Context: an optimization exercise on an open-source flow, tuned for small area and a short achievable clock period. The choices shown serve that exercise and are no tape-out recipe.
Function was checked by simulation only, so behaviour that the tests miss may differ from the original.
The clock input has no modelled driver; a real chip could not lean on it and would need a root buffer or a full tree.

run A:
// FFT64
module FFT64 #(
    parameter width = 16
) (
    input                           clk,
    input                           rst_n,
    input                           di_en,
    input       signed  [width-1:0] di_re,
    input       signed  [width-1:0] di_img,
    output reg                      do_en,
    output reg  signed  [width-1:0] do_re,
    output reg  signed  [width-1:0] do_img
);
==> flow/config.mk <==
export PLATFORM = sky130hd
export DESIGN_NAME = FFT64
export DESIGN_NICKNAME = FFT64
export VERILOG_FILES = /design/flow/design.v
export SDC_FILE = /design/flow/constraint.sdc
export NUM_CORES = 8
export LEC_CHECK = 0
export CAP_MARGIN = 20
export CORE_MARGIN = 2
export CORE_UTILIZATION = 50
export SLEW_MARGIN = 20
export SYNTH_HIERARCHICAL = 1
export SYNTH_MINIMUM_KEEP_SIZE = 0
==> flow/constraint.sdc <==
create_clock -name core_clock -period 11.0 [get_ports {clk}]
set_input_delay 2.2000 -clock core_clock [delete_from_list [all_inputs] [get_ports {clk}]]
set_output_delay 2.2000 -clock core_clock [all_outputs]
set_load 0.01 [all_outputs]
standard.sh (not shown) runs the stock make flow with config.mk's settings and CLKGATE_MAP_FILE= SYNTH_SCRIPT=/design/flow/synth_recipe.tcl, a recipe that flattens the netlist after the stock synthesis.
==> flow/flow/run.sh <==
#!/bin/bash
# Layout flow: the standard ORFS flow (standard.sh, unchanged synthesis)
# with these changes to how the layout is made:
#  - timing repair aims at 7.75 ns of setup slack (the clock stays 11 ns),
#  - the port buffers are plain buf_2 cells,
#  - the clock tree is the balanced three-level tree of flow/cts_tree.tcl
#    (hooked in by flow/cts_hook.tcl) instead of TritonCTS's.
# The whole output of the flow goes to standard.log in this folder.
bash standard.sh SETUP_SLACK_MARGIN=7.75 \
  "BUFFER_PORTS_ARGS=-buffer_cell sky130_fd_sc_hd__buf_2" \
  "PRE_CTS_TCL=$PWD/flow/cts_hook.tcl" \
  finish > standard.log 2>&1
==> flow/flow/cts_hook.tcl <==
# Sourced by ORFS's cts.tcl before clock tree synthesis (PRE_CTS_TCL).
# Replaces TritonCTS with the tree of cts_tree.tcl (cts_build2): the
# flip-flops are cut recursively at the median of their placement into leaf
# groups of at most 40 within 90 um half-perimeter, each driven by a
# clkbuf_16; the leaves are grouped the same way under mid-level clkbuf_16s
# (8 leaves each), and those under 4 root clkbuf_16s that the clock port
# drives. Every flip-flop sees three buffers. The rest of cts.tcl
# (legalisation, timing repair) runs as usual.
source [file join [file dirname [info script]] cts_tree.tcl]
rename clock_tree_synthesis tritoncts_clock_tree_synthesis
proc clock_tree_synthesis {args} {
  cts_build2 4 8 40 90 sky130_fd_sc_hd__clkbuf_16
}
Other scripts of this flow, unchanged in this note and not shown: flow/flow/cts_tree.tcl
Run A finished all stages; the layout is clean.
Changes in run B relative to run A:
Settings: CORE_UTILIZATION changed from 50 to 55.
diff --git a/flow/flow/run.sh b/flow/flow/run.sh
--- a/flow/flow/run.sh
+++ b/flow/flow/run.sh
@@ -3,3 +3,3 @@
 # with these changes to how the layout is made:
-#  - timing repair aims at 7.75 ns of setup slack (the clock stays 11 ns),
+#  - timing repair aims at 7.65 ns of setup slack (the clock stays 11 ns),
 #  - the port buffers are plain buf_2 cells,
@@ -8,3 +8,3 @@
 # The whole output of the flow goes to standard.log in this folder.
-bash standard.sh SETUP_SLACK_MARGIN=7.75 \
+bash standard.sh SETUP_SLACK_MARGIN=7.65 \
   "BUFFER_PORTS_ARGS=-buffer_cell sky130_fd_sc_hd__buf_2" \
From run A to run B the numbers moved as follows: length of routed met2 wiring shows a reduction of 0.45%; achievable frequency moved down; number of global-route vias before repair now smaller.
On sequential standard cell area, run A tracks run B almost exactly.
Changes observed in run B relative to run A: met2 global-route usage higher; number of diodes added for antenna fixing moved up; via total after detailed routing now smaller.
[compare] base=run A new=run B: post-layout utilization of the core increased 5.1 points, final wirelength decreased 1.6%.
Setup changes, run B to run C
diff --git a/flow/flow/cts_hook.tcl b/flow/flow/cts_hook.tcl
--- a/flow/flow/cts_hook.tcl
+++ b/flow/flow/cts_hook.tcl
@@ -3,3 +3,3 @@
 # flip-flops are cut recursively at the median of their placement into leaf
-# groups of at most 40 within 90 um half-perimeter, each driven by a
+# groups of at most 32 within 80 um half-perimeter, each driven by a
 # clkbuf_16; the leaves are grouped the same way under mid-level clkbuf_16s
@@ -11,3 +11,3 @@
 proc clock_tree_synthesis {args} {
-  cts_build2 4 8 40 90 sky130_fd_sc_hd__clkbuf_16
+  cts_build2 4 8 32 80 sky130_fd_sc_hd__clkbuf_16
 }
--- outcome ---
Looking at final area, run C sits above run B.
Looking only at post-layout instance count excluding filler cells, and setting everything else aside, the higher value of run B and run C goes to run C.
There was hardly any difference in required time of the worst setup path between run B and run C.
Here is what was changed in the inputs of run D compared with run C.
diff --git a/flow/flow/run.sh b/flow/flow/run.sh
--- a/flow/flow/run.sh
+++ b/flow/flow/run.sh
@@ -8,3 +8,3 @@
 # The whole output of the flow goes to standard.log in this folder.
-bash standard.sh SETUP_SLACK_MARGIN=7.65 \
+bash standard.sh SETUP_SLACK_MARGIN=7.75 \
   "BUFFER_PORTS_ARGS=-buffer_cell sky130_fd_sc_hd__buf_2" \
diff --git a/flow/flow/cts_hook.tcl b/flow/flow/cts_hook.tcl
--- a/flow/flow/cts_hook.tcl
+++ b/flow/flow/cts_hook.tcl
@@ -3,3 +3,3 @@
 # flip-flops are cut recursively at the median of their placement into leaf
-# groups of at most 32 within 80 um half-perimeter, each driven by a
+# groups of at most 40 within 90 um half-perimeter, each driven by a
 # clkbuf_16; the leaves are grouped the same way under mid-level clkbuf_16s
@@ -11,3 +11,3 @@
 proc clock_tree_synthesis {args} {
-  cts_build2 4 8 32 80 sky130_fd_sc_hd__clkbuf_16
+  cts_build2 4 8 40 90 sky130_fd_sc_hd__clkbuf_16
 }
==> comparison <==
Number of port buffers came out exactly the same in run D and run C. From run C to run D, initial core utilization did not move at all. Changes observed in run D relative to run C: global routing usage on met1 held; share of the cycle needed by the critical path after routing went down 0.28 points; slew of the pin with the lowest slew margin went up 6.5 ps. Core utilization: run D lower than run C. Of run D and run C, the higher sequential share of layout area belongs to run D.
In every run of this note, the design's own scripts or RTL, not TritonCTS, make the clock network.

[port drivers added, routing unchanged]
How much do the figures lean on ideal ports? The routed layouts below were timed once more, with nothing changed but the port constraints. Step 1: set_driving_cell puts a clkbuf_16 on clk and a buf_2 on each other input, an assumption about the parent block. Step 2 times the ports against the registers' clock, not the clock port: input delays grow and output delays shrink by t, the midpoint of the rising clock arrivals with the driver on. a / b / c = ideal / step 1 / step 2; a / b = the first two.
run | t (ns) | slack for setup (ns) | latest minus earliest clock arrival (ns)
run A | 0.813 | 7.714 / 7.508 / 7.807 | 0.104 / 0.104
run B | 0.787 | 7.693 / 7.497 / 7.719 | 0.098 / 0.097
run C | 0.836 | 7.693 / 7.491 / 7.726 | 0.087 / 0.088
run D | 0.799 | 7.724 / 7.527 / 7.804 | 0.133 / 0.133
After both steps setup and hold are still met in every run listed.
